Source: an optimization exercise on an open RTL-to-GDS flow (aim: small area and a short achievable clock period). Production flows keep margins and buffers that such runs may drop.
Where RTL was checked, it was by simulation tests only, not by an equivalence proof against the original.
Power is estimated from default activity; no workload was simulated.

==> flow/design.v <==
module IEEE754_AdderSubtract
(
	input clock,
	input resetn,
	input [31:0] a,
	input [31:0] b,
	output [31:0] y
);
	wire [7:0]  ea = a[30:23];
	wire [7:0]  eb = b[30:23];
	wire [7:0]  dba, dab;
	wire        ge;                              
	bk_add #(8) u_dba (eb, ~ea, 1'b1, dba, ge);
	bk_add #(8) u_dab (ea, ~eb, 1'b1, dab, );
	wire [7:0]  sh = ge ? dba : dab;
	reg         v1, sg1, sub1, ge1, big1;
	reg  [7:0]  eg1;
	reg  [4:0]  sh1;
	reg  [22:0] ma1, mb1;
	always @(posedge clock) begin
		v1   <= resetn;
		sg1  <= ge ? b[31] : a[31];
		sub1 <= a[31] ^ b[31];
		ge1  <= ge;
		eg1  <= ge ? eb : ea;
		big1 <= |sh[7:5];
		sh1  <= sh[4:0];
		ma1  <= a[22:0];
		mb1  <= b[22:0];
	end
	wire [22:0] mg = ge1 ? mb1 : ma1;
	wire [22:0] mw = ge1 ? ma1 : mb1;
	wire [4:0]  she = big1 ? 5'd23 : sh1;
	wire [23:0] sm = {1'b1, mw} >> she;
	wire [24:0] A = {2'b01, mg};
	wire [24:0] B = {1'b0, sm} ^ {25{sub1}};
	wire [24:0] p = A ^ B;
	wire [24:0] gc;                              
	wire [24:0] pc;                              
	wire        co;
	bk_prefix #(25, 16) u_pre (A & B, p, gc, pc, co);
	wire        neg = sub1 & ~co;
	wire [24:0] r = p ^ (gc | (pc & {25{co}})) ^ {25{neg}};
	wire        s = sg1 ^ neg;
	wire [4:0]  c;                               
	wire        nz;                              
	lzc32 u_lzc ({r, 7'b0}, c, nz);
	wire [24:0] n1 = c[4] ? {r[8:0], 16'b0} : r;
	wire [24:0] n2 = c[3] ? {n1[16:0], 8'b0} : n1;
	wire [24:0] n3 = c[2] ? {n2[20:0], 4'b0} : n2;
	wire [24:0] n4 = c[0] ? {n3[23:0], 1'b0} : n3;
	wire [7:0]  egp;
	bk_add #(8) u_inc (eg1, 8'd0, 1'b1, egp, );
	reg         s2;
	reg  [7:0]  egp2;
	reg  [4:0]  lz2;
	reg  [23:0] n42;
	always @(posedge clock) begin
		if (!resetn || !v1) begin
			s2   <= 1'b0;
			egp2 <= 8'd0;
			lz2  <= 5'd0;
			n42  <= 24'd0;
		end else begin
			s2   <= s;
			egp2 <= egp;
			lz2  <= {c[4:2], c[1] & nz, c[0]};   
			n42  <= n4[23:0];
		end
	end
	wire [23:0] n5 = lz2[1] ? {n42[21:0], 2'b0} : n42;
	wire [2:0]  ehd;
	wire [4:0]  elo;
	wire        nb;                              
	bk_add #(3, 2) u_dec (egp2[7:5], 3'b111, 1'b0, ehd, );
	bk_add #(5) u_exp (egp2[4:0], ~lz2, 1'b1, elo, nb);
	assign y = {s2, nb ? egp2[7:5] : ehd, elo, n5[23:1]};
endmodule
module bk_prefix #(parameter N = 8, parameter TOPD = 4)
(
	input  [N-1:0] g,
	input  [N-1:0] p,
	output [N-1:0] gc,
	output [N-1:0] pc,
	output         co
);
	reg [N-1:0] G, P, Gn, Pn;
	integer i, d;
	always @(*) begin
		G = g;
		P = p;
		for (d = 1; d < N; d = d * 2) begin
			Gn = G; Pn = P;
			for (i = 2*d-1; i < N; i = i + 2*d) begin
				Gn[i] = G[i] | (P[i] & G[i-d]);
				Pn[i] = P[i] & P[i-d];
			end
			G = Gn; P = Pn;
		end
		for (d = TOPD; d >= 1; d = d / 2) begin
			Gn = G; Pn = P;
			for (i = 3*d-1; i < N; i = i + 2*d) begin
				Gn[i] = G[i] | (P[i] & G[i-d]);
				Pn[i] = P[i] & P[i-d];
			end
			G = Gn; P = Pn;
		end
	end
	assign gc = {G[N-2:0], 1'b0};
	assign pc = {P[N-2:0], 1'b1};
	assign co = G[N-1];
endmodule
module bk_add #(parameter N = 8, parameter TOPD = 4)
(
	input  [N-1:0] x,
	input  [N-1:0] y,
	input          ci,
	output [N-1:0] s,
	output         co
);
	wire [N-1:0] p = x ^ y;
	wire [N-1:0] gc, pc;
	wire         c;
	bk_prefix #(N, TOPD) u_pre (x & y, p, gc, pc, c);
	assign s  = p ^ (gc | (pc & {N{ci}}));
	assign co = c | (&p & ci);
endmodule
module lzc32
(
	input  [31:0] x,
	output [4:0]  c,
	output        v
);
	wire [3:0] ch, cl;
	wire       vh, vl;
	lzc16 u_h (x[31:16], ch, vh);
	lzc16 u_l (x[15:0],  cl, vl);
	assign v = vh | vl;
	assign c = vh ? {1'b0, ch} : {1'b1, cl};
endmodule
module lzc16
(
	input  [15:0] x,
	output [3:0]  c,
	output        v
);
	wire [2:0] ch, cl;
	wire       vh, vl;
	lzc8 u_h (x[15:8], ch, vh);
	lzc8 u_l (x[7:0],  cl, vl);
	assign v = vh | vl;
	assign c = vh ? {1'b0, ch} : {1'b1, cl};
endmodule
module lzc8
(
	input  [7:0] x,
	output [2:0] c,
	output       v
);
	wire [1:0] ch, cl;
	wire       vh, vl;
	lzc4 u_h (x[7:4], ch, vh);
	lzc4 u_l (x[3:0], cl, vl);
	assign v = vh | vl;
	assign c = vh ? {1'b0, ch} : {1'b1, cl};
endmodule
module lzc4
(
	input  [3:0] x,
	output [1:0] c,
	output       v
);
	assign v = |x;
	assign c[1] = ~(x[3] | x[2]);
	assign c[0] = ~(x[3] | (~x[2] & x[1]));
endmodule
Settings: LEC_CHECK=0, ABC_AREA=1, CAP_MARGIN=20, CORE_MARGIN=2, CORE_UTILIZATION=60, CTS_BUF_LIST=sky130_fd_sc_hd__clkbuf_8, GPL_TIMING_DRIVEN=0, SLEW_MARGIN=20; clock period 22.0 ns.
standard.sh (not shown) runs the stock make flow with config.mk's settings and CLKGATE_MAP_FILE= SYNTH_SCRIPT=/design/flow/synth_recipe.tcl, a recipe that flattens the netlist after the stock synthesis.
==> flow/flow/run.sh <==
#!/bin/bash
# The standard layout, with two changes to how it is made:
#  - the smallest plain buffer (buf_1) as the port buffer on every input and output;
#  - repair_timing aims for 15.5 ns of setup slack (the clock and constraints are unchanged).
set -euo pipefail
bash standard.sh finish "BUFFER_PORTS_ARGS=-buffer_cell sky130_fd_sc_hd__buf_1" SETUP_SLACK_MARGIN=15.5 > standard_flow.log 2>&1
==> next run, changes <==
--- a/flow/design.v
+++ b/flow/design.v
@@ -5,36 +5,35 @@
 	input [31:0] a,
 	input [31:0] b,
 	output [31:0] y
 );
 	wire [7:0]  ea = a[30:23];
 	wire [7:0]  eb = b[30:23];
-	wire [7:0]  dba, dab;
+	wire [7:0]  d;                               
 	wire        ge;                              
-	bk_add #(8) u_dba (eb, ~ea, 1'b1, dba, ge);
-	bk_add #(8) u_dab (ea, ~eb, 1'b1, dab, );
-	wire [7:0]  sh = ge ? dba : dab;
+	bk_add #(8) u_dba (eb, ~ea, 1'b1, d, ge);
+	wire        big = ge ? (|d[7:5]) : (~&d[7:5] | (d == 8'he0));
 	reg         v1, sg1, sub1, ge1, big1;
 	reg  [7:0]  eg1;
-	reg  [4:0]  sh1;
+	reg  [4:0]  d1;
 	reg  [22:0] ma1, mb1;
 	always @(posedge clock) begin
 		v1   <= resetn;
 		sg1  <= ge ? b[31] : a[31];
 		sub1 <= a[31] ^ b[31];
 		ge1  <= ge;
 		eg1  <= ge ? eb : ea;
-		big1 <= |sh[7:5];
-		sh1  <= sh[4:0];
+		big1 <= big;
+		d1   <= d[4:0];
 		ma1  <= a[22:0];
 		mb1  <= b[22:0];
 	end
 	wire [22:0] mg = ge1 ? mb1 : ma1;
-	wire [22:0] mw = ge1 ? ma1 : mb1;
-	wire [4:0]  she = big1 ? 5'd23 : sh1;
-	wire [23:0] sm = {1'b1, mw} >> she;
+	wire [23:0] mw = ge1 ? {1'b1, ma1} : {2'b01, mb1[22:1]};
+	wire [4:0]  she = big1 ? {4'b1011, ge1} : (d1 ^ {5{~ge1}});
+	wire [23:0] sm = mw >> she;
 	wire [24:0] A = {2'b01, mg};
 	wire [24:0] B = {1'b0, sm} ^ {25{sub1}};
 	wire [24:0] p = A ^ B;
 	wire [24:0] gc;                              
 	wire [24:0] pc;                              
 	wire        co;
@@ -48,35 +47,37 @@
 	wire [24:0] n1 = c[4] ? {r[8:0], 16'b0} : r;
 	wire [24:0] n2 = c[3] ? {n1[16:0], 8'b0} : n1;
 	wire [24:0] n3 = c[2] ? {n2[20:0], 4'b0} : n2;
 	wire [24:0] n4 = c[0] ? {n3[23:0], 1'b0} : n3;
 	wire [7:0]  egp;
 	bk_add #(8) u_inc (eg1, 8'd0, 1'b1, egp, );
-	reg         s2;
+	reg         s2, k2;
 	reg  [7:0]  egp2;
-	reg  [4:0]  lz2;
+	reg  [4:0]  nlz2;                            
 	reg  [23:0] n42;
+	always @(posedge clock)
+		k2 <= c[1];                              
 	always @(posedge clock) begin
 		if (!resetn || !v1) begin
 			s2   <= 1'b0;
 			egp2 <= 8'd0;
-			lz2  <= 5'd0;
+			nlz2 <= 5'h1f;                       
 			n42  <= 24'd0;
 		end else begin
 			s2   <= s;
 			egp2 <= egp;
-			lz2  <= {c[4:2], c[1] & nz, c[0]};   
+			nlz2 <= ~{c[4:2], c[1] & nz, c[0]};  
 			n42  <= n4[23:0];
 		end
 	end
-	wire [23:0] n5 = lz2[1] ? {n42[21:0], 2'b0} : n42;
+	wire [23:0] n5 = k2 ? {n42[21:0], 2'b0} : n42;
 	wire [2:0]  ehd;
 	wire [4:0]  elo;
 	wire        nb;                              
 	bk_add #(3, 2) u_dec (egp2[7:5], 3'b111, 1'b0, ehd, );
-	bk_add #(5) u_exp (egp2[4:0], ~lz2, 1'b1, elo, nb);
+	sk_add6 u_exp (egp2[4:0], nlz2, elo, nb);
 	assign y = {s2, nb ? egp2[7:5] : ehd, elo, n5[23:1]};
 endmodule
 module bk_prefix #(parameter N = 8, parameter TOPD = 4)
 (
 	input  [N-1:0] g,
 	input  [N-1:0] p,
@@ -171,6 +172,27 @@
 	output       v
 );
 	assign v = |x;
 	assign c[1] = ~(x[3] | x[2]);
 	assign c[0] = ~(x[3] | (~x[2] & x[1]));
 endmodule
+module sk_add6
+(
+	input  [4:0] x,
+	input  [4:0] y,
+	output [4:0] s,
+	output       co
+);
+	wire [5:0] g = {x & y, 1'b1};
+	wire [5:0] p = {x ^ y, 1'b0};
+	wire g10 = g[1] | (p[1] & g[0]);
+	wire g32 = g[3] | (p[3] & g[2]);
+	wire p32 = p[3] & p[2];
+	wire g54 = g[5] | (p[5] & g[4]);
+	wire p54 = p[5] & p[4];
+	wire g20 = g[2] | (p[2] & g10);
+	wire g30 = g32 | (p32 & g10);
+	wire g40 = g[4] | (p[4] & g30);
+	wire g50 = g54 | (p54 & g30);
+	assign s  = p[5:1] ^ {g40, g30, g20, g10, g[0]};
+	assign co = g50;
+endmodule
What happened:
- power came out higher by a little under a tenth
- core utilization came out lower by 0.95 points
- hold slack hardly moves
- via count came out lower by a few percent
- sequential power is about the same
- sequential share of layout area came out higher by 1.3 points
- final area came out lower by a few percent
- count of clock-buffer cells in the layout is unchanged
- die area came out lower by a few percent
- global-route usage came out lower by 1.7 points
- combinational power came out higher by about a fifth
For the first run of this note, only the layout was checked, not whether the RTL still works.

* * *

Starts from the design.v that is shown in full above.
==> flow/config.mk <==
export PLATFORM = sky130hd
export DESIGN_NAME = IEEE754_AdderSubtract
export DESIGN_NICKNAME = IEEE754_AdderSubtract
export VERILOG_FILES = /design/flow/design.v
export SDC_FILE = /design/flow/constraint.sdc
export NUM_CORES = 4
export LEC_CHECK = 0
export ABC_AREA = 1
export CAP_MARGIN = 20
export CORE_MARGIN = 2
export CORE_UTILIZATION = 60
export CTS_BUF_LIST = sky130_fd_sc_hd__clkbuf_8
export GPL_TIMING_DRIVEN = 0
export SLEW_MARGIN = 20
==> flow/constraint.sdc <==
create_clock -name core_clock -period 22.0 [get_ports {clock}]
set_input_delay 4.4000 -clock core_clock [delete_from_list [all_inputs] [get_ports {clock}]]
set_output_delay 4.4000 -clock core_clock [all_outputs]
set_load 0.01 [all_outputs]
==> flow/flow/run.sh <==
#!/bin/bash
# The standard layout, with two changes to how it is made:
#  - the smallest plain buffer (buf_1) as the port buffer on every input and output;
#  - repair_timing aims for 15.3 ns of setup slack (the clock and constraints are unchanged).
set -euo pipefail
bash standard.sh finish "BUFFER_PORTS_ARGS=-buffer_cell sky130_fd_sc_hd__buf_1" SETUP_SLACK_MARGIN=15.3 > standard_flow.log 2>&1
Change:
--- a/flow/design.v
+++ b/flow/design.v
@@ -7,42 +7,39 @@
 	output [31:0] y
 );
 	wire [7:0]  ea = a[30:23];
 	wire [7:0]  eb = b[30:23];
-	wire [7:0]  dba, dab;
+	wire [7:0]  dba;                             
 	wire        ge;                              
 	bk_add #(8) u_dba (eb, ~ea, 1'b1, dba, ge);
-	bk_add #(8) u_dab (ea, ~eb, 1'b1, dab, );
-	wire [7:0]  sh = ge ? dba : dab;
-	reg         v1, sg1, sub1, ge1, big1;
-	reg  [7:0]  eg1;
-	reg  [4:0]  sh1;
+	reg         v1, sg1, sub1, ge1;
+	reg  [7:0]  eg1, d1;
 	reg  [22:0] ma1, mb1;
 	always @(posedge clock) begin
 		v1   <= resetn;
 		sg1  <= ge ? b[31] : a[31];
 		sub1 <= a[31] ^ b[31];
 		ge1  <= ge;
 		eg1  <= ge ? eb : ea;
-		big1 <= |sh[7:5];
-		sh1  <= sh[4:0];
+		d1   <= dba;
 		ma1  <= a[22:0];
 		mb1  <= b[22:0];
 	end
 	wire [22:0] mg = ge1 ? mb1 : ma1;
 	wire [22:0] mw = ge1 ? ma1 : mb1;
-	wire [4:0]  she = big1 ? 5'd23 : sh1;
+	wire [7:0]  sh;
+	bk_add #(8) u_neg (d1 ^ {8{~ge1}}, 8'd0, ~ge1, sh, );
+	wire [4:0]  she = (|sh[7:5]) ? 5'd23 : sh[4:0];
 	wire [23:0] sm = {1'b1, mw} >> she;
-	wire [24:0] A = {2'b01, mg};
-	wire [24:0] B = {1'b0, sm} ^ {25{sub1}};
+	wire [24:0] A = {2'b01, mg} ^ {25{sub1}};
+	wire [24:0] B = {1'b0, sm};
 	wire [24:0] p = A ^ B;
 	wire [24:0] gc;                              
 	wire [24:0] pc;                              
 	wire        co;
 	bk_prefix #(25, 16) u_pre (A & B, p, gc, pc, co);
-	wire        neg = sub1 & ~co;
-	wire [24:0] r = p ^ (gc | (pc & {25{co}})) ^ {25{neg}};
-	wire        s = sg1 ^ neg;
+	wire [24:0] r = p ^ (gc | (pc & {25{co}})) ^ {25{sub1 & ~co}};
+	wire        s = sg1 ^ (sub1 & (co | (&p)));
 	wire [4:0]  c;                               
 	wire        nz;                              
 	lzc32 u_lzc ({r, 7'b0}, c, nz);
 	wire [24:0] n1 = c[4] ? {r[8:0], 16'b0} : r;
Clock power grows by about 5%.
Setup slack gets worse by 0.12 ns.
Final cell count went up by 2.5%.
Non-clock buffer count increases by 103.
Synthesized cell count went down by 4.2%.
Power goes up by 10%.
Wire length came out higher by 22%.
Via count is higher by 9.4%.
Core utilization rose by 16 points.
Worst hold slack gets worse by 0.0095 ns.
Area after synthesis came out lower by 1.8%.
No functional check of the RTL was part of any run of this note.

* * *

RTL: one of the versions met above, not the one the previous note started from.
Size: roughly 1300 cells after synthesis, about 0.0081 mm^2 of cells after synthesis.
==> module IEEE754_AdderSubtract, before the edit <==
module IEEE754_AdderSubtract
(
	input clock,
	input resetn,
	input [31:0] a,
	input [31:0] b,
	output [31:0] y
);
	wire [7:0]  ea = a[30:23];
	wire [7:0]  eb = b[30:23];
	wire [7:0]  d;                               
	wire        ge;                              
	bk_add #(8) u_dba (eb, ~ea, 1'b1, d, ge);
	wire        big = ge ? (|d[7:5]) : (~&d[7:5] | (d == 8'he0));
	reg         v1, sg1, sub1, ge1, big1;
	reg  [7:0]  eg1;
	reg  [4:0]  d1;
	reg  [22:0] ma1, mb1;
	always @(posedge clock) begin
		v1   <= resetn;
		sg1  <= ge ? b[31] : a[31];
		sub1 <= a[31] ^ b[31];
		ge1  <= ge;
		eg1  <= ge ? eb : ea;
		big1 <= big;
		d1   <= d[4:0];
		ma1  <= a[22:0];
		mb1  <= b[22:0];
	end
	wire [22:0] mg = ge1 ? mb1 : ma1;
	wire [23:0] mw = ge1 ? {1'b1, ma1} : {2'b01, mb1[22:1]};
	wire [4:0]  she = big1 ? {4'b1011, ge1} : (d1 ^ {5{~ge1}});
	wire [23:0] sm = mw >> she;
	wire [24:0] A = {2'b01, mg};
	wire [24:0] B = {1'b0, sm} ^ {25{sub1}};
	wire [24:0] p = A ^ B;
	wire [24:0] gc;                              
	wire [24:0] pc;                              
	wire        co;
	bk_prefix #(25, 16) u_pre (A & B, p, gc, pc, co);
	wire        neg = sub1 & ~co;
	wire [24:0] r = p ^ (gc | (pc & {25{co}})) ^ {25{neg}};
	wire        s = sg1 ^ neg;
	wire [4:0]  c;                               
	wire        nz;                              
	lzc32 u_lzc ({r, 7'b0}, c, nz);
	wire [24:0] n1 = c[4] ? {r[8:0], 16'b0} : r;
	wire [24:0] n2 = c[3] ? {n1[16:0], 8'b0} : n1;
	wire [24:0] n3 = c[2] ? {n2[20:0], 4'b0} : n2;
	wire [24:0] n4 = c[0] ? {n3[23:0], 1'b0} : n3;
	wire [7:0]  egp;
	bk_add #(8) u_inc (eg1, 8'd0, 1'b1, egp, );
	reg         s2, k2;
	reg  [7:0]  egp2;
	reg  [4:0]  nlz2;                            
	reg  [23:0] n42;
	always @(posedge clock)
		k2 <= c[1];                              
	always @(posedge clock) begin
		if (!resetn || !v1) begin
			s2   <= 1'b0;
			egp2 <= 8'd0;
			nlz2 <= 5'h1f;                       
			n42  <= 24'd0;
		end else begin
			s2   <= s;
			egp2 <= egp;
			nlz2 <= ~{c[4:2], c[1] & nz, c[0]};  
			n42  <= n4[23:0];
		end
	end
	wire [23:0] n5 = k2 ? {n42[21:0], 2'b0} : n42;
	wire [2:0]  ehd;
	wire [4:0]  elo;
	wire        nb;                              
	bk_add #(3, 2) u_dec (egp2[7:5], 3'b111, 1'b0, ehd, );
	sk_add6 u_exp (egp2[4:0], nlz2, elo, nb);
	assign y = {s2, nb ? egp2[7:5] : ehd, elo, n5[23:1]};
endmodule
==> module sk_add6, before the edit <==
module sk_add6
(
	input  [4:0] x,
	input  [4:0] y,
	output [4:0] s,
	output       co
);
	wire [5:0] g = {x & y, 1'b1};
	wire [5:0] p = {x ^ y, 1'b0};
	wire g10 = g[1] | (p[1] & g[0]);
	wire g32 = g[3] | (p[3] & g[2]);
	wire p32 = p[3] & p[2];
	wire g54 = g[5] | (p[5] & g[4]);
	wire p54 = p[5] & p[4];
	wire g20 = g[2] | (p[2] & g10);
	wire g30 = g32 | (p32 & g10);
	wire g40 = g[4] | (p[4] & g30);
	wire g50 = g54 | (p54 & g30);
	assign s  = p[5:1] ^ {g40, g30, g20, g10, g[0]};
	assign co = g50;
endmodule
==> flow/config.mk <==
export PLATFORM = sky130hd
export DESIGN_NAME = IEEE754_AdderSubtract
export DESIGN_NICKNAME = IEEE754_AdderSubtract
export VERILOG_FILES = /design/flow/design.v
export SDC_FILE = /design/flow/constraint.sdc
export NUM_CORES = 4
export LEC_CHECK = 0
export ABC_AREA = 1
export CAP_MARGIN = 20
export CORE_MARGIN = 2
export CORE_UTILIZATION = 60
export CTS_BUF_LIST = sky130_fd_sc_hd__clkbuf_8
export GPL_TIMING_DRIVEN = 0
export SLEW_MARGIN = 20
==> flow/constraint.sdc <==
create_clock -name core_clock -period 22.0 [get_ports {clock}]
set_input_delay 4.4000 -clock core_clock [delete_from_list [all_inputs] [get_ports {clock}]]
set_output_delay 4.4000 -clock core_clock [all_outputs]
set_load 0.01 [all_outputs]
==> flow/flow/run.sh <==
#!/bin/bash
# The standard layout, with two changes to how it is made:
#  - the smallest plain buffer (buf_1) as the port buffer on every input and output;
#  - repair_timing aims for 15.6 ns of setup slack (the clock and constraints are unchanged).
set -euo pipefail
bash standard.sh finish "BUFFER_PORTS_ARGS=-buffer_cell sky130_fd_sc_hd__buf_1" SETUP_SLACK_MARGIN=15.6 > standard_flow.log 2>&1
Edit:
--- a/flow/design.v
+++ b/flow/design.v
@@ -9,26 +9,32 @@
 	wire [7:0]  ea = a[30:23];
 	wire [7:0]  eb = b[30:23];
 	wire [7:0]  d;                               
 	wire        ge;                              
 	bk_add #(8) u_dba (eb, ~ea, 1'b1, d, ge);
-	wire        big = ge ? (|d[7:5]) : (~&d[7:5] | (d == 8'he0));
-	reg         v1, sg1, sub1, ge1, big1;
-	reg  [7:0]  eg1;
+	wire [3:0]  dt  = {1'b0, ea[7:5]} - {1'b0, eb[7:5]};
+	wire        big = (dt == 4'd1)  ? (ea[4:0] >= eb[4:0]) :
+	                  (dt == 4'hf)  ? (eb[4:0] >= ea[4:0]) : (dt != 4'd0);
+	reg         v1, sa1, sb1, ge1, big1;
+	reg  [7:0]  ea1, eb1;
 	reg  [4:0]  d1;
 	reg  [22:0] ma1, mb1;
 	always @(posedge clock) begin
 		v1   <= resetn;
-		sg1  <= ge ? b[31] : a[31];
-		sub1 <= a[31] ^ b[31];
+		sa1  <= a[31];
+		sb1  <= b[31];
 		ge1  <= ge;
-		eg1  <= ge ? eb : ea;
+		ea1  <= ea;
+		eb1  <= eb;
 		big1 <= big;
 		d1   <= d[4:0];
 		ma1  <= a[22:0];
 		mb1  <= b[22:0];
 	end
+	wire        sg1  = ge1 ? sb1 : sa1;
+	wire        sub1 = sa1 ^ sb1;
+	wire [7:0]  eg1  = ge1 ? eb1 : ea1;
 	wire [22:0] mg = ge1 ? mb1 : ma1;
 	wire [23:0] mw = ge1 ? {1'b1, ma1} : {2'b01, mb1[22:1]};
 	wire [4:0]  she = big1 ? {4'b1011, ge1} : (d1 ^ {5{~ge1}});
 	wire [23:0] sm = mw >> she;
 	wire [24:0] A = {2'b01, mg};
@@ -48,35 +54,33 @@
 	wire [24:0] n2 = c[3] ? {n1[16:0], 8'b0} : n1;
 	wire [24:0] n3 = c[2] ? {n2[20:0], 4'b0} : n2;
 	wire [24:0] n4 = c[0] ? {n3[23:0], 1'b0} : n3;
 	wire [7:0]  egp;
 	bk_add #(8) u_inc (eg1, 8'd0, 1'b1, egp, );
-	reg         s2, k2;
+	reg         s2;
 	reg  [7:0]  egp2;
-	reg  [4:0]  nlz2;                            
+	reg  [4:0]  lz2;
 	reg  [23:0] n42;
-	always @(posedge clock)
-		k2 <= c[1];                              
 	always @(posedge clock) begin
 		if (!resetn || !v1) begin
 			s2   <= 1'b0;
 			egp2 <= 8'd0;
-			nlz2 <= 5'h1f;                       
+			lz2  <= 5'd0;
 			n42  <= 24'd0;
 		end else begin
 			s2   <= s;
 			egp2 <= egp;
-			nlz2 <= ~{c[4:2], c[1] & nz, c[0]};  
+			lz2  <= {c[4:2], c[1] & nz, c[0]};   
 			n42  <= n4[23:0];
 		end
 	end
-	wire [23:0] n5 = k2 ? {n42[21:0], 2'b0} : n42;
+	wire [23:0] n5 = lz2[1] ? {n42[21:0], 2'b0} : n42;
 	wire [2:0]  ehd;
 	wire [4:0]  elo;
 	wire        nb;                              
 	bk_add #(3, 2) u_dec (egp2[7:5], 3'b111, 1'b0, ehd, );
-	sk_add6 u_exp (egp2[4:0], nlz2, elo, nb);
+	bk_add #(5) u_exp (egp2[4:0], ~lz2, 1'b1, elo, nb);
 	assign y = {s2, nb ? egp2[7:5] : ehd, elo, n5[23:1]};
 endmodule
 module bk_prefix #(parameter N = 8, parameter TOPD = 4)
 (
 	input  [N-1:0] g,
@@ -173,26 +177,5 @@
 );
 	assign v = |x;
 	assign c[1] = ~(x[3] | x[2]);
 	assign c[0] = ~(x[3] | (~x[2] & x[1]));
 endmodule
-module sk_add6
-(
-	input  [4:0] x,
-	input  [4:0] y,
-	output [4:0] s,
-	output       co
-);
-	wire [5:0] g = {x & y, 1'b1};
-	wire [5:0] p = {x ^ y, 1'b0};
-	wire g10 = g[1] | (p[1] & g[0]);
-	wire g32 = g[3] | (p[3] & g[2]);
-	wire p32 = p[3] & p[2];
-	wire g54 = g[5] | (p[5] & g[4]);
-	wire p54 = p[5] & p[4];
-	wire g20 = g[2] | (p[2] & g10);
-	wire g30 = g32 | (p32 & g10);
-	wire g40 = g[4] | (p[4] & g30);
-	wire g50 = g54 | (p54 & g30);
-	assign s  = p[5:1] ^ {g40, g30, g20, g10, g[0]};
-	assign co = g50;
-endmodule
After rerunning: The changed run completed with no timing, DRC or antenna violations. Synthesized cell count went up by a little under a tenth. Clock power went up by roughly a tenth. Maximum frequency is lower by a few percent. Design area grows by a few percent. Count of clock-buffer cells in the layout decreases by 1. Worst setup slack is worse by 0.26 ns. Wire length grows by roughly a tenth. Global-route usage increases by 2.0 points. Total power went down by roughly a tenth. Non-clock buffer count increases by 12.
Only the layout flow was run in the second run of this note; the RTL was not checked for function there.

static timing again, ports no longer ideal:
The results above use ideal ports. As a check the final layouts listed here were re-extracted and re-timed, cells and wires unchanged. Step 1 (the two cells are an assumption about what drives the block):
set clk [get_ports {clock}]
set_driving_cell -lib_cell sky130_fd_sc_hd__clkbuf_16 $clk
set_driving_cell -lib_cell sky130_fd_sc_hd__buf_2 [delete_from_list [all_inputs] $clk]
Step 2 adds t to the input delays and takes it off the output delays; t is the mean of the earliest and latest rising clock arrival at the registers after step 1. Input paths then give back, and output paths get back, about the clock's delay inside the block. Slacks: ideal ports / drivers / drivers and shift; pairs: ideal ports / drivers.
run	t (ns)	setup slack, ns	worst setup path after step 2	slew at the worst register clock pin (ns)	pins driven straight from the clock port
the first run of note 1	0.421	15.472 / 15.430 / 15.074	input to register	0.10 / 0.10	1
the second run of note 1	0.407	15.705 / 15.668 / 15.342	input to register	0.10 / 0.10	1
the first run of note 2	0.414	15.418 / 15.380 / 15.035	input to register	0.10 / 0.10	1
the second run of note 2	0.430	15.300 / 15.300 / 15.139	input to register	0.11 / 0.11	1
the first run of note 3	0.411	15.687 / 15.648 / 15.316	input to register	0.10 / 0.10	1
the second run of note 3	0.432	15.426 / 15.387 / 15.819	register to output	0.12 / 0.12	1
After both steps every run listed still meets setup and hold. For the first run of note 1, which loses most, drivers alone change the setup slack by -0.042 ns; drivers and shift together by -0.398 ns.
